Background: an optimization exercise with open tools, aiming at small area and a short achievable clock period. Do not read the settings as production practice. RTL that was checked went through simulation tests only; none was proved equivalent to the original. The RTL of runs 5 and 6 was laid out without a check of its function. In runs 1 to 8 the design's own scripts or RTL, not TritonCTS, make the clock network. The clock port is modelled as an ideal driver, which makes a skipped or thinned clock tree look cheaper than it is; a real chip needs a root buffer or a tree. Power figures rest on the tool's default switching activity, not on a simulated workload.

==> design.v <==
module Col0_Links (
    input  [23:0] p,
    output [11:0] l     
);
    wire [1:0] d [0:7];
    genvar k;
    generate for (k = 0; k < 8; k = k + 1) begin : g_d
        assign d[k] = p[3*k+1 +: 2];
    end endgenerate
    assign l[0]  = (d[0] == d[3]) | (d[1] == d[2]);
    assign l[1]  = (d[0] == d[2]) | (d[1] == d[3]);
    assign l[2]  = (d[0] == d[5]) | (d[1] == d[4]);
    assign l[3]  = (d[0] == d[4]) | (d[1] == d[5]);
    assign l[4]  = (d[0] == d[7]) | (d[1] == d[6]);
    assign l[5]  = (d[0] == d[6]) | (d[1] == d[7]);
    assign l[6]  = (d[2] == d[5]) | (d[3] == d[4]);
    assign l[7]  = (d[2] == d[4]) | (d[3] == d[5]);
    assign l[8]  = (d[2] == d[7]) | (d[3] == d[6]);
    assign l[9]  = (d[2] == d[6]) | (d[3] == d[7]);
    assign l[10] = (d[4] == d[7]) | (d[5] == d[6]);
    assign l[11] = (d[4] == d[6]) | (d[5] == d[7]);
endmodule
module Col0_Settings (
    input  [11:0] l,
    output [2:0]  s0       
);
    wire bs01 = l[0],  bd01 = l[1],  bs02 = l[2],  bd02 = l[3];
    wire bs03 = l[4],  bd03 = l[5],  bs12 = l[6],  bd12 = l[7];
    wire bs13 = l[8],  bd13 = l[9],  bs23 = l[10], bd23 = l[11];
    wire f0_1 = bd01 | (bs02 & bd12) | (bd02 & bs12) | (bs03 & bd13) | (bd03 & bs13);
    wire f1_2 = bs02 | (bs01 & bs12) | (bd01 & bd12) | (bs03 & bs23) | (bd03 & bd23);
    wire f0_2 = bd02 | (bs01 & bd12) | (bd01 & bs12) | (bs03 & bd23) | (bd03 & bs23);
    wire f1_3 = bs03 | (bs01 & bs13) | (bd01 & bd13) | (bs02 & bs23) | (bd02 & bd23);
    wire f0_3 = bd03 | (bs01 & bd13) | (bd01 & bs13) | (bs02 & bd23) | (bd02 & bs23);
    wire s1 = ~f0_1;
    wire s2 = f1_2 | ~(f0_2 | bd12);
    wire s3 = f1_3 | ~(f0_3 | bd13 | (bd23 & ~bs13));
    assign s0 = {s3, s2, s1};
endmodule
module Sub_Route (
    input [1:0] g0,
    input       g1h,
    input [1:0] g2,
    input       g3l,
    output [4:0] s     
);
    wire c11 = g2[1] ^ g0[1];
    wire a   = ~g0[0];
    wire b   = c11 ? ~g2[0] : ~g3l;
    assign s[0] = c11;
    assign s[1] = ~g0[1];
    assign s[2] = ~g1h;
    assign s[3] = g0[1] ? b : a;
    assign s[4] = g0[1] ? a : b;
endmodule
module Rest_Route (
    input  [23:0] p,
    input  [2:0]  s,
    input  [2:0]  sn,
    output [16:0] q     
);
    wire [3:0] sx  = {s, 1'b1};
    wire [3:0] sxn = {sn, 1'b0};
    wire [7:0] su;      
    wire [3:0] lu;      
    wire [5:0] sl;      
    genvar r;
    generate for (r = 0; r < 4; r = r + 1) begin : g_u
        assign su[2*r +: 2] = ({2{sx[r]}} & p[6*r+1 +: 2]) | ({2{sxn[r]}} & p[6*r+4 +: 2]);
        assign lu[r]        = (sx[r] & p[6*r])             | (sxn[r] & p[6*r+3]);
    end endgenerate
    assign sl[1:0] = p[5:4];                                           
    assign sl[2]   = (sx[1] & p[11])            | (sxn[1] & p[8]);           
    assign sl[4:3] = ({2{sx[2]}} & p[17:16])    | ({2{sxn[2]}} & p[14:13]);  
    assign sl[5]   = (sx[3] & p[22])            | (sxn[3] & p[19]);          
    wire [3:0] t;
    genvar j;
    generate for (j = 0; j < 4; j = j + 1) begin : g_t
        assign t[j] = (su[1:0] == j & ~lu[0]) | (su[3:2] == j & ~lu[1]) |
                      (su[5:4] == j & ~lu[2]) | (su[7:6] == j & ~lu[3]);
    end endgenerate
    wire [4:0] bu, bl;
    Sub_Route u(.g0(su[1:0]), .g1h(su[3]), .g2(su[5:4]), .g3l(su[6]), .s(bu));
    Sub_Route l(.g0(sl[1:0]), .g1h(sl[2]), .g2(sl[4:3]), .g3l(sl[5]), .s(bl));
    assign q = {t, s, bl, bu};
endmodule
module Benes_8p (input wire [2:0] mp0, mp1, mp2, mp3, mp4, mp5, mp6, mp7,
    input clk,
    output wire [19:0] state
);
    wire [23:0] p0 = {mp7, mp6, mp5, mp4, mp3, mp2, mp1, mp0};
    wire [11:0] l_w;
    Col0_Links c0l(.p(p0), .l(l_w));
    reg [23:0] p1;
    reg [11:0] l1;
    always @(posedge clk) begin
        p1 <= p0;
        l1 <= l_w;
    end
    wire [2:0] s0_w;
    Col0_Settings c0s(.l(l1), .s0(s0_w));
    reg [23:0] p2;
    reg [2:0]  s0_2, s0n_2;
    always @(posedge clk) begin
        p2     <= p1;
        s0_2   <= s0_w;
        s0n_2  <= ~s0_w;
    end
    wire [16:0] q_w;
    Rest_Route rr(.p(p2), .s(s0_2), .sn(s0n_2), .q(q_w));
    reg [16:0] q3, q4, q5, q6, q7;
    always @(posedge clk) begin
        q3 <= q_w;
        q4 <= q3;
        q5 <= q4;
        q6 <= q5;
        q7 <= q6;
    end
    assign state[0]  = 1'b1;
    assign state[1]  = 1'b1;
    assign state[2]  = q7[1];
    assign state[3]  = q7[3];
    assign state[4]  = q7[13];
    assign state[5]  = q7[10];
    assign state[6]  = q7[0];
    assign state[7]  = q7[2];
    assign state[8]  = q7[4];
    assign state[9]  = q7[14];
    assign state[10] = q7[11];
    assign state[11] = 1'b1;
    assign state[12] = q7[6];
    assign state[13] = q7[8];
    assign state[14] = q7[15];
    assign state[15] = q7[12];
    assign state[16] = q7[5];
    assign state[17] = q7[7];
    assign state[18] = q7[9];
    assign state[19] = q7[16];
endmodule
==> flow/run.sh <==
#!/bin/bash
# The standard layout, with the clock tree built by flow/clock_tree.tcl (a
# tree with up to FLOW_CTS_LEAF registers per leaf buffer) in
# place of TritonCTS's.
set -euo pipefail
here=$(pwd)
export FLOW_CTS_LEAF=${FLOW_CTS_LEAF:-38}
export FLOW_CLOCK_PORT=clk
bash standard.sh "PRE_CTS_TCL=$here/flow/clock_tree.tcl" "BUFFER_PORTS_ARGS=-buffer_cell sky130_fd_sc_hd__buf_2" finish > "$here/make_finish.log" 2>&1
test -f out/final.def
==> flow/clock_tree.tcl <==
set ::ct_leaf [expr {[info exists ::env(FLOW_CTS_LEAF)] ? $::env(FLOW_CTS_LEAF) : 32}]
set ::ct_cell sky130_fd_sc_hd__clkbuf_16
set ::ct_port_max 4
set ::ct_block [ord::get_db_block]
set ::ct_master [[ord::get_db] findMaster $::ct_cell]

proc ct_center {iterms} {
  set sx 0.0; set sy 0.0
  foreach it $iterms {
    set b [[$it getInst] getBBox]
    set sx [expr {$sx + ([$b xMin] + [$b xMax]) / 2.0}]
    set sy [expr {$sy + ([$b yMin] + [$b yMax]) / 2.0}]
  }
  set n [llength $iterms]
  return [list [expr {$sx / $n}] [expr {$sy / $n}]]
}

proc ct_split {iterms k} {
  if {$k <= 1} { return [list $iterms] }
  set pts {}
  set xs {}; set ys {}
  foreach it $iterms {
    set b [[$it getInst] getBBox]
    set x [expr {([$b xMin] + [$b xMax]) / 2}]
    set y [expr {([$b yMin] + [$b yMax]) / 2}]
    lappend pts [list $it $x $y]
    lappend xs $x; lappend ys $y
  }
  set xs [lsort -integer $xs]; set ys [lsort -integer $ys]
  set axis [expr {([lindex $xs end] - [lindex $xs 0]) >= ([lindex $ys end] - [lindex $ys 0]) ? 1 : 2}]
  set pts [lsort -integer -index $axis $pts]
  set k1 [expr {$k / 2}]
  set h [expr {([llength $pts] * $k1 + $k / 2) / $k}]
  set a {}; set b {}
  foreach p [lrange $pts 0 [expr {$h - 1}]] { lappend a [lindex $p 0] }
  foreach p [lrange $pts $h end] { lappend b [lindex $p 0] }
  return [concat [ct_split $a $k1] [ct_split $b [expr {$k - $k1}]]]
}

proc ct_buffer {name x y in_net out_net} {
  set ct_block $::ct_block; set ct_master $::ct_master
  set inst [odb::dbInst_create $ct_block $ct_master $name]
  $inst setLocation [expr {int($x)}] [expr {int($y)}]
  $inst setPlacementStatus PLACED
  [$inst findITerm A] connect $in_net
  [$inst findITerm X] connect $out_net
  return $inst
}

proc ct_build {} {
  set port [$::ct_block findBTerm $::env(FLOW_CLOCK_PORT)]
  set clk [$port getNet]
  set sinks [$clk getITerms]
  set k [expr {([llength $sinks] + $::ct_leaf - 1) / $::ct_leaf}]
  set groups [ct_split $sinks $k]
  # the clock port drives the leaf buffers itself when there are at most
  # ct_port_max of them, else through one root buffer
  if {$k <= $::ct_port_max} {
    set feed $clk
  } else {
    set feed [odb::dbNet_create $::ct_block clknet_root]
    $feed setSigType CLOCK
  }
  puts "clock_tree: [llength $sinks] sinks in $k groups, root buffer: [expr {$k > $::ct_port_max}]"
  set i 0
  set leaves {}
  foreach g $groups {
    set net [odb::dbNet_create $::ct_block clknet_leaf_$i]
    $net setSigType CLOCK
    foreach it $g {
      $it disconnect
      $it connect $net
    }
    lassign [ct_center $g] x y
    set inst [ct_buffer clkbuf_leaf_$i $x $y $feed $net]
    lappend leaves [$inst findITerm A]
    incr i
  }
  if {$k > $::ct_port_max} {
    lassign [ct_center $leaves] x y
    ct_buffer clkbuf_root $x $y $clk $feed
  }
  $clk setSigType CLOCK
}
ct_build

set_propagated_clock [all_clocks]
proc clock_tree_synthesis {args} {
  puts "clock_tree: TritonCTS skipped, the tree is built"
}
==> standard.sh <==
#!/bin/bash
# synth_recipe.tcl (not shown) runs the flow's synth.tcl, then flattens the netlist and writes it again
# the make line also repeats each setting of config.mk as NAME=value (left out here)
make -C /OpenROAD-flow-scripts/flow DESIGN_CONFIG=/design/flow/config.mk WORK_HOME=/design/flow/orfs CLKGATE_MAP_FILE= SYNTH_SCRIPT=/design/flow/synth_recipe.tcl "${@:-finish}"
==> config.mk <==
export PLATFORM = sky130hd
export DESIGN_NAME = Benes_8p
export DESIGN_NICKNAME = Benes_8p
export VERILOG_FILES = /design/flow/design.v
export SDC_FILE = /design/flow/constraint.sdc
export NUM_CORES = 4
export LEC_CHECK = 0
export CAP_MARGIN = 20
export CORE_MARGIN = 2
export CORE_UTILIZATION = 60
export SETUP_SLACK_MARGIN = 1.3
export SLEW_MARGIN = 20
==> constraint.sdc <==
create_clock -name core_clock -period 2.5 [get_ports {clk}]
set_input_delay 0.5000 -clock core_clock [delete_from_list [all_inputs] [get_ports {clk}]]
set_output_delay 0.5000 -clock core_clock [all_outputs]
set_load 0.01 [all_outputs]
==> results_dict.tcl, run 1 <==
set metrics [dict create \
    layout-drive-gt1-share_pct 20.0 \
    post_drt_wl_per_cell_um 13.1 \
    first_pass_iters 5 \
    critPathKind "flop to flop" \
    worst_path_max_delay_cell "dfxtp_4" \
    synth-seq-cells 149 \
    p_switching_w 0.000924 \
    grt_pass1_wl_um 8980 \
    fin_worst_skew_ps 9.82 \
    vias 2123 \
    leakagePower_nw 1.93 \
    final_cell_mix "dfxtp_1, xor2_1, buf_2" \
    holdWs_ps 339 \
    grt_antenna_before_repair 0 \
    drt-total-wl_um 5560 \
    cpLargestDelayFamily "compound AO/OA/AOI/OAI gates" \
    fmax_mhz 831 \
    path_buf_inv 0 \
    initial_utilization_pct 61.1 \
    pwr-share-comb_pct 11.3 \
    rsz0062_at_grt "yes" \
    final_area_mm2 0.00451 \
    post-synth-top-area-cell "dfxtp_1" \
    die_x_um 86.5 \
    pwr-share-clk_pct 19.3 \
    path_cells "a22oi_2, nor2_1, a311o_1" \
    track_usage_pct 14.7 \
    first_iter_violations 73 \
    grt_pass1_vias 1949 \
    setup-tns-final_ps 0 \
    min_path_type "flop to flop" \
    dp_hpwl_um 3800 \
    synth_sequential_area_ratio_pct 73.0 \
    endpoint_kind "flop" \
    ys_async_sr_fraction_pct 0 \
    rows 30 \
    final_util_pct 67.4 \
    synth.top_cell.area_share_pct 73.0 \
    pwr-share-seq_pct 69.3 \
    top_usage_layer "met2" \
    multi_input_area_mm2 0.00103 \
    cts.clk_slew.worst_paths_ps 120 \
    hold_viol 0 \
    port_buffers 40 \
    final.min_clock_period_ps 1200 \
    switching_share_pct 21.7 \
    dpl_cell_area_mm2 0.00431 \
    avgSynthCellArea_um2 13.1 \
    die_y_um 86.5 \
    clkLatencyLatePin_ps 180 \
    synth_edf_count 0 \
    drc 0 \
    synth_ff_type "dfxtp_1" \
    layout_commonest_cell "dfxtp_1" \
    grt_remaining_overflow 0 \
    crit_path_max_fanout 8 \
    ios 45 \
    ys_types 31 \
    grt_start_max_net_pins 39 \
    ir_drop_v 0.000463 \
    finalMaxSlewViolations 0 \
    p_total_w 0.00427 \
    diodes 0 \
    dieArea_mm2 0.00748 \
    use_met3_pct 0.952 \
    critPathArrivalTime_ps 1270 \
    gp_congestion 0.839 \
    synthesis.area_mm2 0.00409 \
    syn_to_final_growth_pct 10.3 \
    maxCapViolCount 0 \
    p_per_area_mw_per_mm2 947 \
    required_ps 2570 \
    ant_nets 0 \
    synthTopCellsByArea "dfxtp_1, xor2_1, o22ai_1" \
    synthCells 312 \
    core-area_mm2 0.00668 \
    finalNetCount 372 \
    post-route-period-util_pct 48.1 \
    grtUsageMet1_pct 19.2 \
    critPathLaunchType "flop" \
    slowest_delay_ps 390 \
    status "finished clean" \
    regArea_mm2 0.00300 \
    finalSetupViolCount 0 \
    ys_warn_count 2 \
    vias_per_cell 5.00 \
    internal-power_w 0.00334 \
    met2_usage_pct 27.7 \
    fillers 506 \
]
==> registers in the layout, indices dropped and copies added, names as in the netlist <==
register	count
q4	17
q5	17
p1	23
s0_2	3
q3	17
l1	12
q6	17
s0n_2	3
q7	17
p2	23
==> final timing paths <==
path	startpoint	endpoint	slack (ps)	depth (start not counted)
min reg2reg	q6[16]	q7[16]	340	0
min	q6[16]	q7[16]	340	0
max	s0_2[1]	q3[14]	1300	3
max reg2reg	s0_2[1]	q3[14]	1300	3
==> power groups by stage <==
stage / combinational (W) / sequential, W / clock (W)
after floorplan: 0.000275 / 0.00300 / 0
after global routing: 0.000539 / 0.00301 / 0.000927
after global placement: 0.000428 / 0.00298 / 0
final: 0.000484 / 0.00296 / 0.000826
after CTS: 0.000461 / 0.00296 / 0.000846
after detailed placement: 0.000438 / 0.00301 / 0
==> layout make-up <==
cell class,instances,share of cell area [%]
Timing Repair Buffer,46,5.44
Multi-Input combinational cell,139,22.9
Sequential cell,149,66.7
Inverter,7,0.583
Buffer,4,2.22
Tap cell,80,2.22
==> through the flow <==
step           worst slack, ps  cells
4_1_cts                   1280    422
3_3_place_gp              1200    415
6_report                  1300    425
3_5_place_dp              1170    415
5_1_grt                   1230    425
2_1_floorplan             1320    314
==> timing repair <==
action,in CTS,in global routing
hold buffers,0,0
resized for setup,9,11
gates cloned,0,0
pin swaps,3,5
buffers inserted,3,3
setup endpoints to repair,8,7
endpoints found under the hold margin,0,0
==> routing by layer <==
layer	part of all wire (%)	up-vias	wire, µm
met5	0	-	0
met4	1.3	0	70
met3	3.0	6	169
met2	50	51	2780
met1	46	978	2530
li1	-	1088	-
==> cells in the mapped netlist, types with 4 or more instances <==
cell type / count
xor2_1: 48
o21ai_0: 9
nand3_1: 6
nand2_1: 16
a21oi_1: 4
a22oi_1: 6
inv_1: 7
buf_1: 7
clkbuf_1: 9
dfxtp_1: 149
a211oi_1: 4
o22ai_1: 14
==> cells by family after synthesis <==
| family | Yosys count | share of synthesized area, % |
|---|---|---|
| multiplexers | 4 | 1.01 |
| AND/OR/NAND/NOR | 33 | 3.77 |
| AO/OA/AOI/OAI | 49 | 8.55 |
| XOR/XNOR | 50 | 10.9 |
| buffers and inverters | 26 | 2.66 |
| flip-flops | 149 | 73.0 |
| other | 1 | 0.0918 |
==> run 2, diff against run 1 <==
--- a/config.mk
+++ b/config.mk
@@ -5,8 +5,9 @@
 export SDC_FILE = /design/flow/constraint.sdc
 export NUM_CORES = 4
 export LEC_CHECK = 0
+export ABC_AREA = 1
 export CAP_MARGIN = 20
 export CORE_MARGIN = 2
-export CORE_UTILIZATION = 60
+export CORE_UTILIZATION = 70
 export SETUP_SLACK_MARGIN = 1.3
 export SLEW_MARGIN = 20
==> results_dict.tcl, run 2 <==
set metrics [dict create \
    endpoint_kind "output pin" \
    layout_commonest_cell "dfxtp_1" \
    leakagePower_nw 2.08 \
    cts.clk_slew.worst_paths_ps 120 \
    status "finished clean" \
    vias 2285 \
    syn_to_final_growth_pct 7.15 \
    track_usage_pct 16.8 \
    final_cell_mix "dfxtp_1, nand2_1, xor2_1" \
    critPathKind "flop to output pin" \
    drc 0 \
    synth_sequential_area_ratio_pct 71.3 \
    post_drt_wl_per_cell_um 12.0 \
    diodes 0 \
    first_pass_iters 4 \
    final_area_mm2 0.00448 \
    path_cells "buf_2" \
    finalNetCount 419 \
    whs_path_depth 0 \
    synth_top_family_by_area "simple AND/OR/NAND/NOR gates" \
    first_iter_violations 63 \
    synthesis.area_mm2 0.00418 \
    grt_antenna_before_repair 0 \
    dpl_cell_area_mm2 0.00438 \
    fillers 368 \
    post-route-period-util_pct 45.3 \
    dp_slack_ps 1370 \
    min-delay-start "p1[16]" \
    hold_viol 0 \
    setup_ws_ps 1370 \
    maxCapViolCount 0 \
    cts.hold.buffers_added 0 \
    clkLatencyLatePin_ps 180 \
    finalSetupViolCount 0 \
    ir_drop_v 0.000916 \
    rr_endpoint "q3[8]" \
    ys_async_sr_fraction_pct 0 \
    avgSynthCellArea_um2 11.5 \
    synth_most_common_cell "dfxtp_1" \
    core-area_mm2 0.00585 \
    vias_per_cell 4.89 \
    hold_path_end "p2[16]" \
    synth_common_cells "dfxtp_1, nand2_1, xor2_1" \
    cpLargestDelayFamily "flip-flops" \
    rrSetupSlack_ps 1470 \
    setup-tns-final_ps 0 \
    synthXorXnorAreaFrac_pct 10.0 \
    synthCells 365 \
    layout-drive-gt1-share_pct 13.5 \
    ys_types 19 \
    synth-seq-cells 149 \
    synth-compound-area-share_pct 2.90 \
    synthMuxAreaShare_pct 0 \
    port_buffers 40 \
    synthTopCellsByArea "dfxtp_1, xor2_1, nand2_1" \
    grt_remaining_overflow 0 \
    p_total_w 0.00420 \
    dieArea_mm2 0.00661 \
    grt_start_max_net_pins 39 \
    dp_cells 463 \
    ys_warn_count 2 \
    path_buf_inv 1 \
    die_y_um 81.3 \
    r2r_start "s0_2[1]" \
    critPathLaunchType "flop" \
    synth_edf_count 0 \
    finalMaxSlewViolations 0 \
    dp_hpwl_um 4090 \
    synth_ff_type "dfxtp_1" \
    synth.top_cell.area_share_pct 71.3 \
    fin_worst_skew_ps 13.0 \
    reg_top3 "p1 (23), p2 (23)" \
    crit_path_max_fanout 1 \
    slowest_delay_ps 340 \
    layout.cells.non_filler 467 \
    rows 28 \
    ff2ff_path_depth 6 \
    gp_congestion 0.882 \
    die_x_um 81.3 \
    grt_pass1_vias 1981 \
    drt-total-wl_um 5620 \
    p_per_area_mw_per_mm2 937 \
    post-synth-top-area-cell "dfxtp_1" \
    initial_utilization_pct 71.5 \
    critPathArrivalTime_ps 630 \
    cts_setup_buffers 0 \
    fmax_mhz 882 \
    ios 45 \
    grt_pass1_wl_um 8760 \
    min_path_type "flop to flop" \
    rsz0062_at_grt "no" \
    worst_path_max_delay_cell "dfxtp_1" \
    final.min_clock_period_ps 1130 \
    required_ps 2000 \
    ant_nets 0 \
    synth-simple-area-share_pct 11.6 \
    postCtsResizedCells 0 \
    synth-adder-area-share_pct 0 \
]
==> run 2: changes by cell type after synthesis, sizes merged, moves of 8 or more <==
cell,before,now
nand2,16,75
nand3,6,23
inv,7,18
a22oi,9,0
buf,10,19
clkbuf,9,0
o21ai,9,1
==> run 2: cells by family (layout without fill, tap and decap cells) <==
group	after synthesis	count (layout)
compound gates	20	20
simple gates	110	110
other cells	1	3
flops	149	149
xor+xnor	48	48
buf+inv	37	62
==> run 2: power by group <==
| part | switching [W] | internal (W) |
|---|---|---|
| clock network | 0.000521 | 0.000300 |
| registers | 0.000139 | 0.00278 |
| logic | 0.000274 | 0.000186 |
| total | 0.000933 | 0.00327 |
==> run 2: worst max path at each step <==
stage,from,endpoint,slack (ps),cells past startpoint
floorplan,mp3[2],l1[0],1480,3
global placement,mp0[2],l1[2],1400,3
detailed placement,mp0[2],l1[0],1370,3
CTS,q7[14],state[9],1360,1
global route,s0_2[1],q3[8],1310,6
finish,q7[14],state[9],1370,1
==> run 2: stage by stage <==
step,utilization (%),hold slack [ps]
2_1_floorplan,-,310
4_1_cts,76.6,339
5_1_grt,76.6,343
3_5_place_dp,74.9,312
6_report,76.6,336
3_3_place_gp,74.9,310
==> run 2: final cells by class <==
class / instances / area (µm²) / share of cell area, %
sequential: 149 / 2980 / 66.5
multi-input combinational: 181 / 1040 / 23.2
timing repair buffer: 40 / 200 / 4.47
buffer: 4 / 100 / 2.23
tap: 75 / 93.8 / 2.09
inverter: 18 / 67.6 / 1.51
==> run 2: metal layers <==
layer	up-vias	wire, µm	track usage, %
met5	-	0	0
met2	56	2950	33.9
met1	1045	2360	19.5
met3	8	201	1.00
li1	1176	-	-
met4	0	104	3.05
==> run 3, diff against run 2 <==
--- a/config.mk
+++ b/config.mk
@@ -9,5 +9,6 @@
 export CAP_MARGIN = 20
 export CORE_MARGIN = 2
 export CORE_UTILIZATION = 70
+export PLACE_DENSITY = 0.9
 export SETUP_SLACK_MARGIN = 1.3
 export SLEW_MARGIN = 20
==> results_dict.tcl, run 3 <==
set metrics [dict create \
    post_drt_wl_per_cell_um 13.9 \
    cts_setup_buffers 0 \
    cts.hold.buffers_added 0 \
    dpl_cell_area_mm2 0.00438 \
    grt_pass1_wl_um 10200 \
    synth_edf_count 0 \
    synth_ff_type "dfxtp_1" \
    critPathKind "flop to output pin" \
    layout_commonest_cell "dfxtp_1" \
    rows 28 \
    grt_remaining_overflow 0 \
    grt_pass1_vias 2306 \
    ff2ff_path_depth 5 \
    grt_start_max_net_pins 39 \
    drc 0 \
    avgSynthCellArea_um2 11.5 \
    synthesis.area_mm2 0.00418 \
    layout-drive-gt1-share_pct 13.5 \
    syn_to_final_growth_pct 7.15 \
    drt-total-wl_um 6490 \
    ys_types 19 \
    die_x_um 81.3 \
    dp_slack_ps 1360 \
    worst_path_max_delay_cell "dfxtp_1" \
    slowest_delay_ps 330 \
    setup-tns-final_ps 0 \
    path_cells "buf_2" \
    core-area_mm2 0.00585 \
    cts.clk_slew.worst_paths_ps 120 \
    setup_ws_ps 1370 \
    endpoint_kind "output pin" \
    ios 45 \
    synth_sequential_area_ratio_pct 71.3 \
    finalNetCount 419 \
    synth-seq-cells 149 \
    fillers 367 \
    finalMaxSlewViolations 0 \
    regArea_mm2 0.00298 \
    cpLargestDelayFamily "flip-flops" \
    hold_viol 0 \
    fin_worst_skew_ps 8.34 \
    post-synth-top-area-cell "dfxtp_1" \
    ir_drop_v 0.000811 \
    dieArea_mm2 0.00661 \
    leakagePower_nw 2.08 \
    initial_utilization_pct 71.5 \
    path_buf_inv 1 \
    dp_hpwl_um 4610 \
    p_per_area_mw_per_mm2 945 \
    ys_warn_count 2 \
    ys_async_sr_fraction_pct 0 \
    synth_common_cells "dfxtp_1, nand2_1, xor2_1" \
    synth.top_cell.area_share_pct 71.3 \
    die_y_um 81.3 \
    crit_path_max_fanout 1 \
    required_ps 2000 \
    crit_cells 1 \
    multi_input_area_mm2 0.00104 \
    synth_most_common_cell "dfxtp_1" \
    vias 2397 \
    diodes 0 \
    postCtsResizedCells 0 \
    status "finished clean" \
    clkLatencyLatePin_ps 180 \
    p_total_w 0.00424 \
    final_area_mm2 0.00448 \
    final_cell_mix "dfxtp_1, nand2_1, xor2_1" \
    ant_nets 0 \
    vias_per_cell 5.13 \
    gp_congestion 0.839 \
    critPathArrivalTime_ps 630 \
    fmax_mhz 882 \
    rsz0062_at_grt "no" \
    whs_path_depth 0 \
    reg_top3 "p1 (23), p2 (23)" \
    first_pass_iters 4 \
    synthCells 365 \
    port_buffers 40 \
    finalSetupViolCount 0 \
    critPathLaunchType "flop" \
    final.min_clock_period_ps 1130 \
    first_iter_violations 131 \
    post-route-period-util_pct 45.4 \
    min_path_type "flop to flop" \
    grt_antenna_before_repair 0 \
    synthTopCellsByArea "dfxtp_1, xor2_1, nand2_1" \
    track_usage_pct 19.6 \
    maxCapViolCount 0 \
]
## run 3: cell counts after synthesis
No cell type changed its count.
## run 3: power by group
part	total, W	internal (W)	switching (W)	leakage, nW
clock network	0.000827	0.000300	0.000527	0.0493
logic	0.000475	0.000186	0.000289	0.777
registers	0.00293	0.00278	0.000153	1.25
total	0.00424	0.00327	0.000969	2.08
## run 3: final cells by class
| class | instances | share of cell area [%] |
|---|---|---|
| Multi-Input combinational cell | 181 | 23.2 |
| Timing Repair Buffer | 40 | 4.47 |
| Tap cell | 75 | 2.09 |
| Inverter | 18 | 1.51 |
| Sequential cell | 149 | 66.5 |
| Buffer | 4 | 2.23 |
## run 3: final timing paths
check                                 to    start  slack [ps]
worst max-delay path            state[3]    q7[3]        1370
worst min-delay path               q7[1]    q6[1]         330
worst max register to register    q3[15]  s0_2[1]        1400
worst min register to register     q7[1]    q6[1]         330
## run 3: per-layer routing
layer  up-vias  GRT usage [%]  routed length [µm]
met3        15           1.11                 220
met4         0           4.75                 161
met5         -              0                   0
met2        68           41.3                3630
li1       1176              -                   -
met1      1138           20.5                2480
## run 3: logic make-up after synthesis
family	count (synthesis)	share of synthesized area, %
AO/OA/AOI/OAI	20	2.90
buffers and inverters	37	4.07
AND/OR/NAND/NOR	110	11.6
flip-flops	149	71.3
other	1	0.0896
XOR/XNOR	48	10.0
## run 3: stage by stage
| stage | utilization (%) | hold slack [ps] | cells |
|---|---|---|---|
| after floorplan | - | 310 | 367 |
| after global placement | 74.9 | 310 | 463 |
| after detailed placement | 74.9 | 312 | 463 |
| after CTS | 76.6 | 341 | 467 |
| after global routing | 76.6 | 344 | 467 |
| final | 76.6 | 331 | 467 |
==> run 4, diff against run 3 <==
--- a/config.mk
+++ b/config.mk
@@ -9,6 +9,6 @@
 export CAP_MARGIN = 20
 export CORE_MARGIN = 2
 export CORE_UTILIZATION = 70
-export PLACE_DENSITY = 0.9
+export PLACE_DENSITY = 0.75
 export SETUP_SLACK_MARGIN = 1.3
 export SLEW_MARGIN = 20
==> results_dict.tcl, run 4 <==
set metrics [dict create \
    crit_path_max_fanout 1 \
    rr_endpoint "q3[8]" \
    finalSetupViolCount 0 \
    synth-seq-cells 149 \
    cts.hold.buffers_added 0 \
    final_util_pct 76.6 \
    whs_path_depth 0 \
    fin_worst_skew_ps 13.0 \
    grt_pass1_wl_um 8760 \
    p_total_w 0.00420 \
    hold_path_end "p2[16]" \
    grt_remaining_overflow 0 \
    synth_sequential_area_ratio_pct 71.3 \
    finalMaxSlewViolations 0 \
    post-synth-top-area-cell "dfxtp_1" \
    syn_to_final_growth_pct 7.15 \
    reg_top3 "p1 (23), p2 (23)" \
    cts.clk_slew.worst_paths_ps 120 \
    drt-total-wl_um 5620 \
    crit_cells 1 \
    ant_nets 0 \
    rows 28 \
    clkLatencyLatePin_ps 180 \
    synthesis.area_mm2 0.00418 \
    initial_utilization_pct 71.5 \
    rsz0062_at_grt "no" \
    slowest_delay_ps 340 \
    synth_ff_type "dfxtp_1" \
    critPathArrivalTime_ps 630 \
    grt_pass1_vias 1981 \
    vias_per_cell 4.89 \
    first_pass_iters 4 \
    layout-drive-gt1-share_pct 13.5 \
    path_buf_inv 1 \
    path_cells "buf_2" \
    ios 45 \
    ys_types 19 \
    cpLargestDelayFamily "flip-flops" \
    required_ps 2000 \
    ys_warn_count 2 \
    drc 0 \
    grt_start_max_net_pins 39 \
    ir_drop_v 0.000916 \
    endpoint_kind "output pin" \
    ff2ff_path_depth 6 \
    maxCapViolCount 0 \
    final_cell_mix "dfxtp_1, nand2_1, xor2_1" \
    post-route-period-util_pct 45.3 \
    critPathLaunchType "flop" \
    p_per_area_mw_per_mm2 937 \
    leakagePower_nw 2.08 \
    dpl_cell_area_mm2 0.00438 \
    postCtsResizedCells 0 \
    fmax_mhz 882 \
    final_area_mm2 0.00448 \
    die_x_um 81.3 \
    synth_common_cells "dfxtp_1, nand2_1, xor2_1" \
    diodes 0 \
    first_iter_violations 63 \
    synth_most_common_cell "dfxtp_1" \
    synthTopCellsByArea "dfxtp_1, xor2_1, nand2_1" \
    gp_congestion 0.882 \
    synth_edf_count 0 \
    final.min_clock_period_ps 1130 \
    cts_setup_buffers 0 \
    critPathKind "flop to output pin" \
    hold_viol 0 \
    layout_commonest_cell "dfxtp_1" \
    min_path_type "flop to flop" \
    worst_path_max_delay_cell "dfxtp_1" \
    finalNetCount 419 \
    holdWs_ps 336 \
    r2r_start "s0_2[1]" \
    port_buffers 40 \
    ys_async_sr_fraction_pct 0 \
    synthCells 365 \
    setup-tns-final_ps 0 \
    min-delay-start "p1[16]" \
    synth.top_cell.area_share_pct 71.3 \
    rrSetupSlack_ps 1470 \
    status "finished clean" \
    die_y_um 81.3 \
    post_drt_wl_per_cell_um 12.0 \
    track_usage_pct 16.8 \
    dieArea_mm2 0.00661 \
    grt_antenna_before_repair 0 \
    core-area_mm2 0.00585 \
    dp_hpwl_um 4090 \
    vias 2285 \
    avgSynthCellArea_um2 11.5 \
]
-- run 4: cell counts in the layout (fill, tap and decap cells not counted) --
No cell type changed its count.
-- run 4: area by class of cell --
type	instances	area [µm²]
flip-flops and latches	149	2980
repair buffers	40	200
inverters	18	67.6
well taps	75	93.8
plain buffers	4	100
fillers	368	1370
multi-input cells	181	1040
-- run 4: cell families (layout without fill, tap and decap cells) --
group	Yosys count	after routing	share of synthesized area, %
compound gates	20	20	2.90
xor+xnor	48	48	10.0
buf+inv	37	62	4.07
flops	149	149	71.3
other cells	1	3	0.0896
simple gates	110	110	11.6
-- run 4: routing by layer --
metal | GRT usage [%] | routed length (µm)
met1 | 19.5 | 2360
met2 | 33.9 | 2950
met3 | 1.00 | 201
met4 | 3.05 | 104
met5 | 0 | 0
-- run 4: per-stage QoR --
stage | instances | setup WS [ps]
floorplan | 367 | 1480
global placement | 463 | 1400
detailed placement | 463 | 1370
CTS | 467 | 1360
global route | 467 | 1310
finish | 467 | 1370
-- run 4: report_power, final --
| part | leakage (nW) | switching [W] | internal [W] |
|---|---|---|---|
| Combinational | 0.777 | 0.000274 | 0.000186 |
| Clock | 0.0493 | 0.000521 | 0.000300 |
| Sequential | 1.25 | 0.000139 | 0.00278 |
| Total | 2.08 | 0.000933 | 0.00327 |
-- run 4: how the worst max path moves through the flow --
stage / from / endpoint / slack (ps)
detailed placement: mp0[2] / l1[0] / 1370
finish: q7[14] / state[9] / 1370
floorplan: mp3[2] / l1[0] / 1480
CTS: q7[14] / state[9] / 1360
global route: s0_2[1] / q3[8] / 1310
global placement: mp0[2] / l1[2] / 1400
==> run 5, diff against run 4 <==
--- a/design.v
+++ b/design.v
@@ -100,14 +100,13 @@
     wire [2:0] s0_w;
     Col0_Settings c0s(.l(l1), .s0(s0_w));
     reg [23:0] p2;
-    reg [2:0]  s0_2, s0n_2;
+    reg [2:0]  s0_2;
     always @(posedge clk) begin
         p2     <= p1;
         s0_2   <= s0_w;
-        s0n_2  <= ~s0_w;
     end
     wire [16:0] q_w;
-    Rest_Route rr(.p(p2), .s(s0_2), .sn(s0n_2), .q(q_w));
+    Rest_Route rr(.p(p2), .s(s0_2), .sn(~s0_2), .q(q_w));
     reg [16:0] q3, q4, q5, q6, q7;
     always @(posedge clk) begin
         q3 <= q_w;
--- a/config.mk
+++ b/config.mk
@@ -9,6 +9,5 @@
 export CAP_MARGIN = 20
 export CORE_MARGIN = 2
 export CORE_UTILIZATION = 70
-export PLACE_DENSITY = 0.75
 export SETUP_SLACK_MARGIN = 1.3
 export SLEW_MARGIN = 20
==> results_dict.tcl, run 5 <==
set metrics [dict create \
    status "finished clean" \
    dpl_cell_area_mm2 0.00440 \
    cts.hold.buffers_added 0 \
    finalSetupViolCount 0 \
    synth_common_cells "dfxtp_1, xor2_1, nand2_1" \
    final.min_clock_period_ps 1130 \
    min-delay-start "q6[9]" \
    synth.top_cell.area_share_pct 69.0 \
    dieArea_mm2 0.00669 \
    hold_viol 0 \
    regArea_mm2 0.00293 \
    post-route-period-util_pct 45.2 \
    post-synth-top-area-cell "dfxtp_1" \
    min_path_type "flop to flop" \
    dp_hpwl_um 4090 \
    synthCells 373 \
    whs_path_depth 0 \
    fin_worst_skew_ps 9.47 \
    leakagePower_nw 2.09 \
    gp_congestion 0.883 \
    r2r_start "s0_2[1]" \
    path_cells "buf_2" \
    endpoint_kind "output pin" \
    layout_commonest_cell "dfxtp_1" \
    initial_utilization_pct 72.0 \
    ant_nets 0 \
    critPathArrivalTime_ps 630 \
    maxCapViolCount 0 \
    syn_to_final_growth_pct 7.12 \
    grt_remaining_overflow 0 \
    finalNetCount 427 \
    rrSetupSlack_ps 1390 \
    rsz0062_at_grt "yes" \
    ys_types 22 \
    ys_warn_count 2 \
    setup-tns-final_ps 0 \
    ff2ff_path_depth 7 \
    vias 2295 \
    clkLatencyLatePin_ps 180 \
    synthTopCellsByArea "dfxtp_1, xor2_1, nand2_1" \
    multi_input_area_mm2 0.00108 \
    final_area_mm2 0.00454 \
    grt_pass1_wl_um 9300 \
    ys_async_sr_fraction_pct 0 \
    die_x_um 81.8 \
    first_pass_iters 4 \
    ir_drop_v 0.000899 \
    port_buffers 40 \
    rr_endpoint "q3[3]" \
    core-area_mm2 0.00589 \
    required_ps 2000 \
    critPathLaunchType "flop" \
    fmax_mhz 885 \
    final_cell_mix "dfxtp_1, xor2_1, nand2_1" \
    layout-drive-gt1-share_pct 17.5 \
    slowest_delay_ps 330 \
    track_usage_pct 17.6 \
    synth_most_common_cell "dfxtp_1" \
    grt_antenna_before_repair 0 \
    synth_edf_count 0 \
    synth-seq-cells 146 \
    critPathKind "flop to output pin" \
    cpLargestDelayFamily "flip-flops" \
    fillers 413 \
    cts.clk_slew.worst_paths_ps 110 \
    drt-total-wl_um 5810 \
    synthesis.area_mm2 0.00424 \
    post_drt_wl_per_cell_um 12.2 \
    first_iter_violations 94 \
    rows 28 \
    grt_pass1_vias 2186 \
    p_per_area_mw_per_mm2 922 \
    vias_per_cell 4.83 \
    diodes 0 \
    finalMaxSlewViolations 0 \
    drc 0 \
    ios 45 \
    hold_path_end "q7[9]" \
    worst_path_max_delay_cell "dfxtp_1" \
    die_y_um 81.8 \
    grt_start_max_net_pins 38 \
    synth_ff_type "dfxtp_1" \
    crit_path_max_fanout 1 \
    avgSynthCellArea_um2 11.4 \
    reg_top3 "p1 (23), p2 (23)" \
    path_buf_inv 1 \
    synth_sequential_area_ratio_pct 69.0 \
]
-- run 5: cells by family (layout without fill, tap and decap cells) --
logic type                count (synthesis)  in the layout  share of synthesized area, %
AOI/OAI and AO/OA                        33             33                          4.87
xor gates and xnor gates                 48             48                          9.92
buffers and inverters                    51             76                          5.79
DFF                                     146            146                          69.0
other                                     1              3                        0.0885
and+or+nand+nor                          94             94                          10.4
-- run 5: final cells by class --
cell class | instances | share of cell area, %
multi-input cells | 178 | 23.8
inverters | 29 | 2.48
repair buffers | 43 | 4.91
flip-flops and latches | 146 | 64.5
well taps | 75 | 2.07
plain buffers | 4 | 2.21
-- run 5: report_power, final --
group | internal [W] | switching, W | total, W
logic | 0.000211 | 0.000294 | 0.000505
registers | 0.00272 | 0.000139 | 0.00286
clock network | 0.000300 | 0.000523 | 0.000823
total | 0.00323 | 0.000956 | 0.00418
-- run 5: worst max path at each step --
stage	startpoint	end	slack, ps	cells past startpoint
after floorplan	mp2[2]	l1[1]	1480	3
after CTS	s0_2[0]	q3[13]	1320	7
after global routing	s0_2[1]	q3[4]	1270	7
after global placement	s0_2[1]	q3[4]	1130	5
after detailed placement	s0_2[1]	q3[3]	1110	5
final	q7[3]	state[3]	1370	1
-- run 5: repair_timing --
| action | 4_1_cts | 5_1_grt |
|---|---|---|
| gates resized for setup | 3 | 4 |
| endpoints found under the setup margin | 9 | 7 |
| buffers inserted | 0 | 3 |
| cloned | 0 | 0 |
-- run 5: routing by layer --
layer	global-route usage, %	vias to the layer above	wire length, µm
met5	0	-	0
met4	5.50	0	201
met3	0.989	12	181
met2	35.1	43	3000
met1	19.8	1031	2430
li1	-	1209	-
-- run 5: stage by stage --
stage | std cells | hold WS (ps) | util [%] | power, W | setup WS [ps]
2_1_floorplan | 375 | 310 | - | 0.00325 | 1480
3_3_place_gp | 468 | 310 | 74.8 | 0.00335 | 1130
3_5_place_dp | 468 | 312 | 74.8 | 0.00339 | 1110
4_1_cts | 472 | 339 | 76.6 | 0.00418 | 1320
5_1_grt | 475 | 345 | 77.1 | 0.00439 | 1270
6_report | 475 | 338 | 77.1 | 0.00418 | 1370
==> run 6, diff against run 5 <==
--- a/config.mk
+++ b/config.mk
@@ -8,6 +8,6 @@
 export ABC_AREA = 1
 export CAP_MARGIN = 20
 export CORE_MARGIN = 2
-export CORE_UTILIZATION = 70
+export CORE_UTILIZATION = 60
 export SETUP_SLACK_MARGIN = 1.3
 export SLEW_MARGIN = 20
==> results_dict.tcl, run 6 <==
set metrics [dict create \
    drt-total-wl_um 5660 \
    drc 0 \
    diodes 0 \
    ys_types 22 \
    dieArea_mm2 0.00775 \
    post-route-period-util_pct 45.0 \
    min_path_type "flop to flop" \
    finalMaxSlewViolations 0 \
    critPathArrivalTime_ps 630 \
    clkLatencyLatePin_ps 180 \
    ios 45 \
    avgSynthCellArea_um2 11.4 \
    critPathKind "flop to output pin" \
    endpoint_kind "output pin" \
    synth_common_cells "dfxtp_1, xor2_1, nand2_1" \
    initial_utilization_pct 62.0 \
    cts_setup_buffers 0 \
    synth_edf_count 0 \
    rsz0062_at_grt "no" \
    first_pass_iters 4 \
    post-synth-top-area-cell "dfxtp_1" \
    status "finished clean" \
    pwr-share-comb_pct 11.5 \
    setup-tns-final_ps 0 \
    track_usage_pct 15.1 \
    core-area_mm2 0.00683 \
    ir_drop_v 0.000460 \
    worst_path_max_delay_cell "dfxtp_1" \
    grt_antenna_before_repair 0 \
    crit_path_max_fanout 1 \
    path_cells "buf_2" \
    die_y_um 88.0 \
    synthTopCellsByArea "dfxtp_1, xor2_1, nand2_1" \
    vias_per_cell 4.59 \
    path_buf_inv 1 \
    synth_sequential_area_ratio_pct 69.0 \
    slowest_delay_ps 330 \
    vias 2264 \
    rows 30 \
    p_per_area_mw_per_mm2 915 \
    cpLargestDelayFamily "flip-flops" \
    ant_nets 0 \
    syn_to_final_growth_pct 7.12 \
    port_buffers 40 \
    cts.hold.buffers_added 0 \
    internal-power_w 0.00321 \
    fmax_mhz 889 \
    finalSetupViolCount 0 \
    reg_top3 "p1 (23), p2 (23)" \
    grt_start_max_net_pins 38 \
    ys_warn_count 2 \
    synth_most_common_cell "dfxtp_1" \
    grt_pass1_vias 2130 \
    p_switching_w 0.000939 \
    switching_share_pct 22.6 \
    synth.top_cell.area_share_pct 69.0 \
    first_iter_violations 99 \
    maxCapViolCount 0 \
    post_drt_wl_per_cell_um 11.5 \
    required_ps 2000 \
    synth-seq-cells 146 \
    pwr-share-clk_pct 19.7 \
    die_x_um 88.0 \
    finalNetCount 424 \
    gp_congestion 0.865 \
    synth_ff_type "dfxtp_1" \
    dp_hpwl_um 4050 \
    cts.clk_slew.worst_paths_ps 120 \
    fillers 545 \
    fin_worst_skew_ps 14.8 \
    final.min_clock_period_ps 1130 \
    synthCells 373 \
    dpl_cell_area_mm2 0.00443 \
    grt_remaining_overflow 0 \
    pwr-share-seq_pct 68.8 \
    critPathLaunchType "flop" \
    final_cell_mix "dfxtp_1, xor2_1, nand2_1" \
    final_area_mm2 0.00454 \
    synthesis.area_mm2 0.00424 \
    leakagePower_nw 2.09 \
    layout_commonest_cell "dfxtp_1" \
    ys_async_sr_fraction_pct 0 \
    layout-drive-gt1-share_pct 16.9 \
    grt_pass1_wl_um 9490 \
    hold_viol 0 \
]
-- run 6: changes by cell type in the layout (fill, tap and decap cells not counted) --
| cell | previous run | this run |
|---|---|---|
| buf_4 | 3 | 0 |
| clkinvlp_4 | 1 | 0 |
| inv_2 | 4 | 5 |
| o21ai_0 | 3 | 4 |
| o21ai_1 | 4 | 3 |
-- run 6: cell families (layout without fill, tap and decap cells) --
family          Yosys count  in the layout  share of synthesized area, %
compound gates           33             33                          4.87
xor+xnor                 48             48                          9.92
buf+inv                  51             73                          5.79
flops                   146            146                          69.0
other cells               1              3                        0.0885
simple gates             94             94                          10.4
-- run 6: through the flow --
| stage | utilization (%) | std cells | setup WS (ps) | hold WS, ps | total power [W] |
|---|---|---|---|---|---|
| 4_1_cts | 66.4 | 493 | 1300 | 336 | 0.00418 |
| 6_report | 66.4 | 493 | 1370 | 330 | 0.00415 |
| 2_1_floorplan | - | 375 | 1480 | 310 | 0.00325 |
| 3_3_place_gp | 64.8 | 489 | 1100 | 310 | 0.00336 |
| 5_1_grt | 66.4 | 493 | 1300 | 335 | 0.00438 |
| 3_5_place_dp | 64.8 | 489 | 1050 | 312 | 0.00339 |
-- run 6: final cells by class --
cell class	count	area, µm²	area share, %
well taps	96	120	2.65
repair buffers	40	200	4.41
flip-flops and latches	146	2930	64.5
multi-input cells	178	1080	23.8
plain buffers	4	100	2.21
inverters	29	109	2.40
-- run 6: power by group through the flow --
stage / clock [W] / combinational [W] / sequential (W)
after global routing: 0.000924 / 0.000549 / 0.00291
after global placement: 0 / 0.000464 / 0.00289
after detailed placement: 0 / 0.000477 / 0.00292
final: 0.000819 / 0.000476 / 0.00286
after floorplan: 0 / 0.000366 / 0.00288
after CTS: 0.000840 / 0.000479 / 0.00286
-- run 6: worst paths after layout --
path | startpoint | to | slack, ps | depth (start not counted)
max | q7[12] | state[15] | 1370 | 1
min | p1[17] | p2[17] | 330 | 0
max reg2reg | s0_2[1] | q3[13] | 1410 | 8
min reg2reg | p1[17] | p2[17] | 330 | 0
-- run 6: what timing repair did --
action                     4_1_cts  5_1_grt
pin swaps                        0        0
setup endpoints to repair        9        6
gates resized for setup          4        2
-- run 6: per-layer routing --
layer  up-vias  global-route usage (%)  routed length, µm
met4         0                    2.75                119
li1       1203                       -                  -
met3         8                    1.51                244
met2        47                    28.4               2790
met1      1006                    18.9               2510
met5         -                       0                  0
==> run 7, diff against run 6 <==
--- a/design.v
+++ b/design.v
@@ -100,13 +100,14 @@
     wire [2:0] s0_w;
     Col0_Settings c0s(.l(l1), .s0(s0_w));
     reg [23:0] p2;
-    reg [2:0]  s0_2;
+    reg [2:0]  s0_2, s0n_2;
     always @(posedge clk) begin
         p2     <= p1;
         s0_2   <= s0_w;
+        s0n_2  <= ~s0_w;
     end
     wire [16:0] q_w;
-    Rest_Route rr(.p(p2), .s(s0_2), .sn(~s0_2), .q(q_w));
+    Rest_Route rr(.p(p2), .s(s0_2), .sn(s0n_2), .q(q_w));
     reg [16:0] q3, q4, q5, q6, q7;
     always @(posedge clk) begin
         q3 <= q_w;
==> flow/run.sh (replaced) <==
#!/bin/bash
# The standard layout, with the clock tree built by flow/clock_tree.tcl (a
# tree with up to FLOW_CTS_LEAF registers per leaf buffer) in
# place of TritonCTS's.
set -euo pipefail
here=$(pwd)
export FLOW_CTS_LEAF=${FLOW_CTS_LEAF:-38}
export FLOW_CLOCK_PORT=clk
bash standard.sh "PRE_CTS_TCL=$here/flow/clock_tree.tcl" "BUFFER_PORTS_ARGS=-buffer_cell sky130_fd_sc_hd__buf_2" RECOVER_POWER=100 finish > "$here/make_finish.log" 2>&1
test -f out/final.def
--- a/config.mk
+++ b/config.mk
@@ -8,6 +8,6 @@
 export ABC_AREA = 1
 export CAP_MARGIN = 20
 export CORE_MARGIN = 2
-export CORE_UTILIZATION = 60
-export SETUP_SLACK_MARGIN = 1.3
+export CORE_UTILIZATION = 70
+export SETUP_SLACK_MARGIN = 1.37
 export SLEW_MARGIN = 20
==> results_dict.tcl, run 7 <==
set metrics [dict create \
    crit_cells 1 \
    grt_pass1_vias 1984 \
    fin_worst_skew_ps 10.2 \
    die_y_um 81.3 \
    leakagePower_nw 2.02 \
    slowest_delay_ps 330 \
    dp_hpwl_um 4090 \
    path_cells "clkbuf_1" \
    drt-total-wl_um 5930 \
    vias_per_cell 4.90 \
    synth_sequential_area_ratio_pct 71.3 \
    ys_async_sr_fraction_pct 0 \
    post-route-period-util_pct 46.3 \
    layout-drive-gt1-share_pct 5.61 \
    dpl_cell_area_mm2 0.00438 \
    gp_congestion 0.882 \
    clkLatencyLatePin_ps 180 \
    r2r_start "s0_2[1]" \
    hold_viol 0 \
    ir_drop_v 0.000911 \
    min_path_type "flop to flop" \
    initial_utilization_pct 71.5 \
    ys_warn_count 2 \
    first_pass_iters 4 \
    die_x_um 81.3 \
    path_buf_inv 1 \
    synthesis.area_mm2 0.00418 \
    finalNetCount 419 \
    final_cell_mix "dfxtp_1, nand2_1, xor2_1" \
    crit_path_max_fanout 1 \
    syn_to_final_growth_pct 7.06 \
    ant_nets 0 \
    rows 28 \
    synth_edf_count 0 \
    synthCells 365 \
    cts.clk_slew.worst_paths_ps 110 \
    synth_ff_type "dfxtp_1" \
    rsz0062_at_grt "yes" \
    slew_headroom_pct 63.7 \
    dieArea_mm2 0.00661 \
    worst_pin_slew_ps 545 \
    first_iter_violations 81 \
    ys_types 19 \
    reg_top3 "p1 (23), p2 (23)" \
    maxCapViolCount 0 \
    synth_common_cells "dfxtp_1, nand2_1, xor2_1" \
    worst_path_max_delay_cell "dfxtp_1" \
    ff2ff_path_depth 6 \
    rr_endpoint "q3[3]" \
    vias 2287 \
    rrSetupSlack_ps 1390 \
    layout_commonest_cell "dfxtp_1" \
    synth.top_cell.area_share_pct 71.3 \
    avgSynthCellArea_um2 11.5 \
    endpoint "state[14]" \
    startpoint "q7[15]" \
    finalMaxSlewViolations 0 \
    diodes 0 \
    final.min_clock_period_ps 1160 \
    fmax_mhz 863 \
    ios 45 \
    port_buffers 40 \
    required_ps 2000 \
    setup-tns-final_ps 0 \
    post-synth-top-area-cell "dfxtp_1" \
    track_usage_pct 16.9 \
    p_per_area_mw_per_mm2 944 \
    grt_remaining_overflow 0 \
    synthTopCellsByArea "dfxtp_1, xor2_1, nand2_1" \
    cpLargestDelayFamily "flip-flops" \
    critPathKind "flop to output pin" \
    finalSetupViolCount 0 \
    critPathLaunchType "flop" \
    grt_start_max_net_pins 39 \
    grt_antenna_before_repair 0 \
    drc 0 \
    status "finished clean" \
    synth_most_common_cell "dfxtp_1" \
    post_drt_wl_per_cell_um 12.7 \
    grt_pass1_wl_um 8780 \
    synth-seq-cells 149 \
    core-area_mm2 0.00585 \
    final_area_mm2 0.00448 \
    endpoint_kind "output pin" \
    critPathArrivalTime_ps 660 \
]
## run 7: cell count changes in the layout (fill, tap and decap cells not counted), moves of 5 or more
| cell | previous run | this run |
|---|---|---|
| buf_6 | 0 | 7 |
| o21ai_2 | 5 | 0 |
| buf_2 | 40 | 7 |
| dfxtp_1 | 143 | 149 |
| nand2_1 | 45 | 73 |
| clkbuf_1 | 0 | 26 |
| inv_1 | 24 | 18 |
| inv_2 | 5 | 0 |
| nand3_1 | 33 | 21 |
## run 7: cell type report
type	instances	area [µm²]
plain buffers	4	100
fillers	389	1370
inverters	18	67.6
multi-input cells	181	1020
flip-flops and latches	149	2980
well taps	75	93.8
repair buffers	40	211
## run 7: timing repair
action,in CTS,in global routing
endpoints found under the setup margin,2,22
resized for setup,2,13
hold buffers,0,0
setup buffers,0,0
## run 7: power by group
group / switching [W] / internal, W / total, W
clock: 0.000523 / 0.000300 / 0.000823
sequential: 0.000150 / 0.00278 / 0.00293
combinational: 0.000274 / 0.000198 / 0.000472
total: 0.000947 / 0.00328 / 0.00423
## run 7: kinds of logic after synthesis
| logic type | share of synthesized area [%] |
|---|---|
| DFF | 71.3 |
| and+or+nand+nor | 11.6 |
| AOI/OAI and AO/OA | 2.90 |
| other | 0.0896 |
| xor gates and xnor gates | 10.0 |
| buffers and inverters | 4.07 |
## run 7: metrics by stage
| step | utilization [%] | setup slack [ps] | power, W | std cells | hold slack (ps) |
|---|---|---|---|---|---|
| 2_1_floorplan | - | 1480 | 0.00327 | 367 | 310 |
| 3_3_place_gp | 74.9 | 1400 | 0.00340 | 463 | 310 |
| 3_5_place_dp | 74.9 | 1370 | 0.00344 | 463 | 312 |
| 4_1_cts | 76.8 | 1370 | 0.00424 | 467 | 339 |
| 5_1_grt | 76.6 | 1230 | 0.00444 | 467 | 342 |
| 6_report | 76.6 | 1340 | 0.00423 | 467 | 339 |
## run 7: worst min path at each step
stage / from / to / cells after the start / slack (ps)
6_report: q5[13] / q6[13] / 0 / 340
3_5_place_dp: p1[11] / p2[11] / 0 / 310
4_1_cts: p1[16] / p2[16] / 0 / 340
2_1_floorplan: p1[0] / p2[0] / 0 / 310
5_1_grt: q5[13] / q6[13] / 0 / 340
3_3_place_gp: q6[11] / q7[11] / 0 / 310
## run 7: per-layer routing
metal,global-route usage [%],up-vias,wire (µm)
met5,0,-,0
met4,3.05,0,105
met3,1.00,8,180
met2,34.0,41,3200
met1,19.5,1061,2450
li1,-,1177,-
==> run 8, diff against run 7 <==
--- a/config.mk
+++ b/config.mk
@@ -9,5 +9,5 @@
 export CAP_MARGIN = 20
 export CORE_MARGIN = 2
 export CORE_UTILIZATION = 70
-export SETUP_SLACK_MARGIN = 1.37
+export SETUP_SLACK_MARGIN = 1.3
 export SLEW_MARGIN = 20
==> results_dict.tcl, run 8 <==
set metrics [dict create \
    status "finished clean" \
    cts.clk_slew.worst_paths_ps 110 \
    drt-total-wl_um 5660 \
    post_drt_wl_per_cell_um 12.1 \
    synthCells 365 \
    cpLargestDelayFamily "flip-flops" \
    post-synth-top-area-cell "dfxtp_1" \
    dp_hpwl_um 4090 \
    endpoint_kind "output pin" \
    leakagePower_nw 1.99 \
    first_iter_violations 75 \
    hold_path_end "q7[6]" \
    maxCapViolCount 0 \
    min-delay-start "q6[6]" \
    finalSetupViolCount 0 \
    crit_cells 1 \
    required_ps 2000 \
    ys_warn_count 2 \
    finalNetCount 419 \
    rrSetupSlack_ps 1430 \
    r2r_start "p2[2]" \
    first_pass_iters 4 \
    final.min_clock_period_ps 1160 \
    startpoint "q7[14]" \
    synth_edf_count 0 \
    clkLatencyLatePin_ps 180 \
    worst_path_max_delay_cell "dfxtp_1" \
    p_per_area_mw_per_mm2 942 \
    synth_ff_type "dfxtp_1" \
    setup-tns-final_ps 0 \
    layout-drive-gt1-share_pct 4.34 \
    fillers 391 \
    critPathLaunchType "flop" \
    synth_common_cells "dfxtp_1, nand2_1, xor2_1" \
    cts.hold.buffers_added 0 \
    synth_sequential_area_ratio_pct 71.3 \
    ys_async_sr_fraction_pct 0 \
    post-route-period-util_pct 46.3 \
    postCtsResizedCells 0 \
    gp_congestion 0.882 \
    avgSynthCellArea_um2 11.5 \
    reg_top3 "p1 (23), p2 (23)" \
    rsz0062_at_grt "no" \
    core-area_mm2 0.00585 \
    synth_most_common_cell "dfxtp_1" \
    final_cell_mix "dfxtp_1, nand2_1, xor2_1" \
    slew_headroom_pct 63.7 \
    rr_endpoint "q3[3]" \
    initial_utilization_pct 71.5 \
    synthTopCellsByArea "dfxtp_1, xor2_1, nand2_1" \
    whs_path_depth 0 \
    path_buf_inv 1 \
    layout_commonest_cell "dfxtp_1" \
    critPathKind "flop to output pin" \
    grt_pass1_vias 1981 \
    worst_pin_slew_ps 545 \
    ff2ff_path_depth 5 \
    vias 2267 \
    drc 0 \
    rows 28 \
    cts_setup_buffers 0 \
    final_area_mm2 0.00443 \
    met1_length_um 2380 \
    diodes 0 \
    fin_worst_skew_ps 10.4 \
    dpl_cell_area_mm2 0.00438 \
    wl_met3_um 222 \
    regArea_mm2 0.00298 \
    dp_slack_ps 1370 \
    ant_nets 0 \
    grt_start_max_net_pins 39 \
    ys_types 19 \
    die_y_um 81.3 \
    multi_input_area_mm2 0.00103 \
    grt_pass1_wl_um 8760 \
    syn_to_final_growth_pct 5.92 \
    port_buffers 40 \
    grt_remaining_overflow 0 \
    crit_path_max_fanout 1 \
    vias_per_cell 4.85 \
    fmax_mhz 864 \
    synthesis.area_mm2 0.00418 \
    track_usage_pct 16.8 \
    ir_drop_v 0.000912 \
    path_cells "clkbuf_1" \
    die_x_um 81.3 \
    route.top_layer_used "met4" \
    grt_antenna_before_repair 0 \
    synth.top_cell.area_share_pct 71.3 \
    min_path_type "flop to flop" \
    critPathArrivalTime_ps 660 \
    ios 45 \
    dieArea_mm2 0.00661 \
    finalMaxSlewViolations 0 \
    synth-seq-cells 149 \
    wl_met2_um 2950 \
    hold_viol 0 \
    setup_ws_ps 1340 \
    slowest_delay_ps 340 \
]
run 8: how the worst max path moves through the flow:
stage	end	slack, ps
floorplan	l1[0]	1480
finish	state[9]	1340
global route	q3[8]	1280
global placement	l1[2]	1400
CTS	state[9]	1360
detailed placement	l1[0]	1370
run 8: area by class of cell:
cell class / instances / share of cell area (%)
multi-input cells: 181 / 23.2
inverters: 18 / 1.52
repair buffers: 40 / 3.59
well taps: 75 / 2.12
plain buffers: 4 / 2.26
flip-flops and latches: 149 / 67.3
run 8: stage by stage:
| step | std cells | hold WS (ps) | power, W | util, % |
|---|---|---|---|---|
| final | 467 | 339 | 0.00418 | 75.7 |
| after CTS | 467 | 339 | 0.00423 | 76.6 |
| after global routing | 467 | 343 | 0.00438 | 75.7 |
| after global placement | 463 | 310 | 0.00340 | 74.9 |
| after detailed placement | 463 | 312 | 0.00344 | 74.9 |
| after floorplan | 367 | 310 | 0.00327 | - |
run 8: layer usage:
metal / vias up / global-route usage [%]
met1: 1035 / 19.5
li1: 1176 / -
met4: 0 / 3.05
met5: - / 0
met3: 8 / 1.00
met2: 48 / 33.9
run 8: cells by family after synthesis:
kind of cell	synth area share, %
DFF	71.3
and+or+nand+nor	11.6
xor gates and xnor gates	10.0
buffers and inverters	4.07
AOI/OAI and AO/OA	2.90
other	0.0896
run 8: report_power, final:
part           internal [W]  switching, W  leakage, nW  total (W)
logic              0.000163      0.000272        0.683   0.000434
registers           0.00278      0.000139         1.25    0.00292
clock network      0.000300      0.000522       0.0493   0.000822
total               0.00324      0.000933         1.99    0.00418
==> run 9, diff against run 8 <==
==> flow/run.sh (replaced) <==
#!/bin/bash
# The standard layout, with the clock tree built by flow/clock_tree.tcl (a
# tree with up to FLOW_CTS_LEAF registers per leaf buffer) in
# place of TritonCTS's.
set -euo pipefail
here=$(pwd)
export FLOW_CTS_LEAF=${FLOW_CTS_LEAF:-38}
export FLOW_CLOCK_PORT=clk
bash standard.sh "PRE_CTS_TCL=$here/flow/clock_tree.tcl" "POST_CTS_TCL=$here/flow/output_stage.tcl" "BUFFER_PORTS_ARGS=-buffer_cell sky130_fd_sc_hd__buf_2" finish > "$here/make_finish.log" 2>&1
test -f out/final.def
==> flow/output_stage.tcl (new file) <==
# Run as ORFS's POST_CTS_TCL hook: size up the registers that drive the
# outputs and the buffers between them and the output ports, the paths that
# set the period once the rest is fast enough.
foreach inst [get_cells q7*] {
  replace_cell $inst sky130_fd_sc_hd__dfxtp_2
}
foreach port [get_ports state*] {
  set drv [get_pins -quiet -of_objects [get_nets -of_objects $port] -filter "direction==output"]
  if {[llength $drv] != 1} { continue }
  set inst [get_cells -of_objects $drv]
  if {[string match "sky130_fd_sc_hd__buf_*" [get_property $inst ref_name]]} {
    replace_cell $inst sky130_fd_sc_hd__buf_4
  }
}
detailed_placement
==> results_dict.tcl, run 9 <==
set metrics [dict create \
    error "[ERROR STA-0100] unsupported object type Port." \
    synth.top_cell.area_share_pct 71.3 \
    synth-seq-cells 149 \
    ios 45 \
    synth_most_common_cell "dfxtp_1" \
    ys_warn_count 2 \
    synth_sequential_area_ratio_pct 71.3 \
    rows 28 \
    haltStage "clock tree synthesis" \
    post-synth-top-area-cell "dfxtp_1" \
    synth_ff_type "dfxtp_1" \
    synth_common_cells "dfxtp_1, nand2_1, xor2_1" \
    synthesis.area_mm2 0.00418 \
    status "did not finish" \
    port_buffers 40 \
    synthCells 365 \
    die_y_um 81.3 \
    ys_types 19 \
    initial_utilization_pct 71.5 \
    gp_congestion 0.882 \
    avgSynthCellArea_um2 11.5 \
    synthTopCellsByArea "dfxtp_1, xor2_1, nand2_1" \
    synth_edf_count 0 \
    ys_async_sr_fraction_pct 0 \
    die_x_um 81.3 \
    dp_hpwl_um 4090 \
]
## run 9: cell counts after synthesis
Identical to the previous run, type by type.
## run 9: cells by family after synthesis
logic type,count (synthesis),share of synthesized area (%)
DFF,149,71.3
AOI/OAI and AO/OA,20,2.90
and+or+nand+nor,110,11.6
buffers and inverters,37,4.07
xor gates and xnor gates,48,10.0
other,1,0.0896
## run 9: metrics by stage
stage / util (%) / setup slack, ps / instances / power, W / instance area, µm²
2_1_floorplan: - / 1480 / 367 / 0.00327 / 4190
3_3_place_gp: 74.9 / 1400 / 463 / 0.00340 / 4380
3_5_place_dp: 74.9 / 1370 / 463 / 0.00344 / 4380
## run 9: worst max path at each step
stage               startpoint    end  cells past startpoint
detailed placement      mp0[2]  l1[0]                      3
floorplan               mp3[2]  l1[0]                      3
global placement        mp0[2]  l1[2]                      3
## run 9: power by group through the flow
stage               clock network, W  registers (W)  logic [W]
global placement                   0        0.00295   0.000445
floorplan                          0        0.00297   0.000300
detailed placement                 0        0.00298   0.000461
==> run 10, diff against run 9 <==
==> flow/output_stage.tcl (replaced) <==
# Run as ORFS's POST_CTS_TCL hook: size up the registers that drive the
# outputs and the buffers between them and the output ports, the paths that
# set the period once the rest is fast enough.
foreach inst [get_cells q7*] {
  replace_cell $inst sky130_fd_sc_hd__dfxtp_4
}
foreach port [get_ports state*] {
  set drv [get_pins -quiet -of_objects [get_nets -of_objects $port] -filter "direction==output"]
  if {[llength $drv] != 1} { continue }
  set inst [get_cells -of_objects $drv]
  if {[string match "sky130_fd_sc_hd__buf_*" [get_property $inst ref_name]]} {
    replace_cell $inst sky130_fd_sc_hd__buf_6
  }
}
detailed_placement
==> results_dict.tcl, run 10 <==
set metrics [dict create \
    port_buffers 40 \
    synth.top_cell.area_share_pct 71.3 \
    synthCells 365 \
    synth-seq-cells 149 \
    ios 45 \
    synth_edf_count 0 \
    dpl_cell_area_mm2 0.00438 \
    error "[ERROR STA-0100] unsupported object type Port." \
    initial_utilization_pct 71.5 \
    die_x_um 81.3 \
    die_y_um 81.3 \
    dp_hpwl_um 4090 \
    synth_sequential_area_ratio_pct 71.3 \
    rows 28 \
    haltStage "clock tree synthesis" \
    gp_congestion 0.882 \
    post-synth-top-area-cell "dfxtp_1" \
    synth_most_common_cell "dfxtp_1" \
    status "did not finish" \
    synth_ff_type "dfxtp_1" \
    ys_types 19 \
    synth_common_cells "dfxtp_1, nand2_1, xor2_1" \
    synthTopCellsByArea "dfxtp_1, xor2_1, nand2_1" \
    synthesis.area_mm2 0.00418 \
    ys_async_sr_fraction_pct 0 \
    dp_cells 463 \
    ys_warn_count 2 \
    dp_slack_ps 1370 \
    avgSynthCellArea_um2 11.5 \
]
## run 10: worst max-delay path by stage
| stage | startpoint | endpoint |
|---|---|---|
| after detailed placement | mp0[2] | l1[0] |
| after floorplan | mp3[2] | l1[0] |
| after global placement | mp0[2] | l1[2] |
## run 10: kinds of logic after synthesis
kind of cell / synth area share, %
AOI/OAI and AO/OA: 2.90
and+or+nand+nor: 11.6
DFF: 71.3
xor gates and xnor gates: 10.0
buffers and inverters: 4.07
other: 0.0896
## run 10: per-stage QoR
stage	hold WS (ps)	utilization (%)
floorplan	310	-
global placement	310	74.9
detailed placement	312	74.9
## run 10: power groups by stage
stage,logic (W),clock network (W),registers (W)
after detailed placement,0.000461,0,0.00298
after global placement,0.000445,0,0.00295
after floorplan,0.000300,0,0.00297

## static timing again, ports no longer ideal
How much do the figures lean on ideal ports? The routed layouts below were timed once more, with nothing changed but the port constraints.
Step 1: set_driving_cell puts a clkbuf_16 on clk and a buf_2 on each other input, an assumption about the parent block.
Step 2 moves the port delays by t, midway between the first and last clock arrival at a register: inputs arrive t later, outputs are due t later. That takes back most of the time a late clock gives input paths.
Three values: ideal ports, drivers, drivers and shift; two values: the first two.
run	shift t [ns]	slack for setup (ns)	worst hold slack (ns)	worst setup path at the end	latest minus earliest clock arrival (ns)
run 1	0.251	1.296 / 1.296 / 1.296	0.339 / 0.339 / 0.339	register to register	0.012 / 0.012
run 2	0.248	1.367 / 1.294 / 1.384	0.336 / 0.336 / 0.336	input to register	0.014 / 0.013
run 3	0.245	1.366 / 1.294 / 1.362	0.331 / 0.331 / 0.331	input to register	0.016 / 0.015
run 4	0.248	1.367 / 1.294 / 1.384	0.336 / 0.336 / 0.336	input to register	0.014 / 0.013
run 5	0.251	1.371 / 1.296 / 1.380	0.338 / 0.338 / 0.338	input to register	0.011 / 0.012
run 6	0.252	1.375 / 1.299 / 1.376	0.330 / 0.330 / 0.330	input to register	0.017 / 0.017
run 7	0.249	1.342 / 1.269 / 1.170	0.339 / 0.339 / 0.339	input to register	0.013 / 0.012
run 8	0.248	1.343 / 1.270 / 1.170	0.339 / 0.339 / 0.339	input to register	0.013 / 0.012
After both steps setup and hold are still met in every run listed. The setup slack of run 8, which loses most, moves by -0.073 ns with the drivers and by -0.173 ns with both steps.
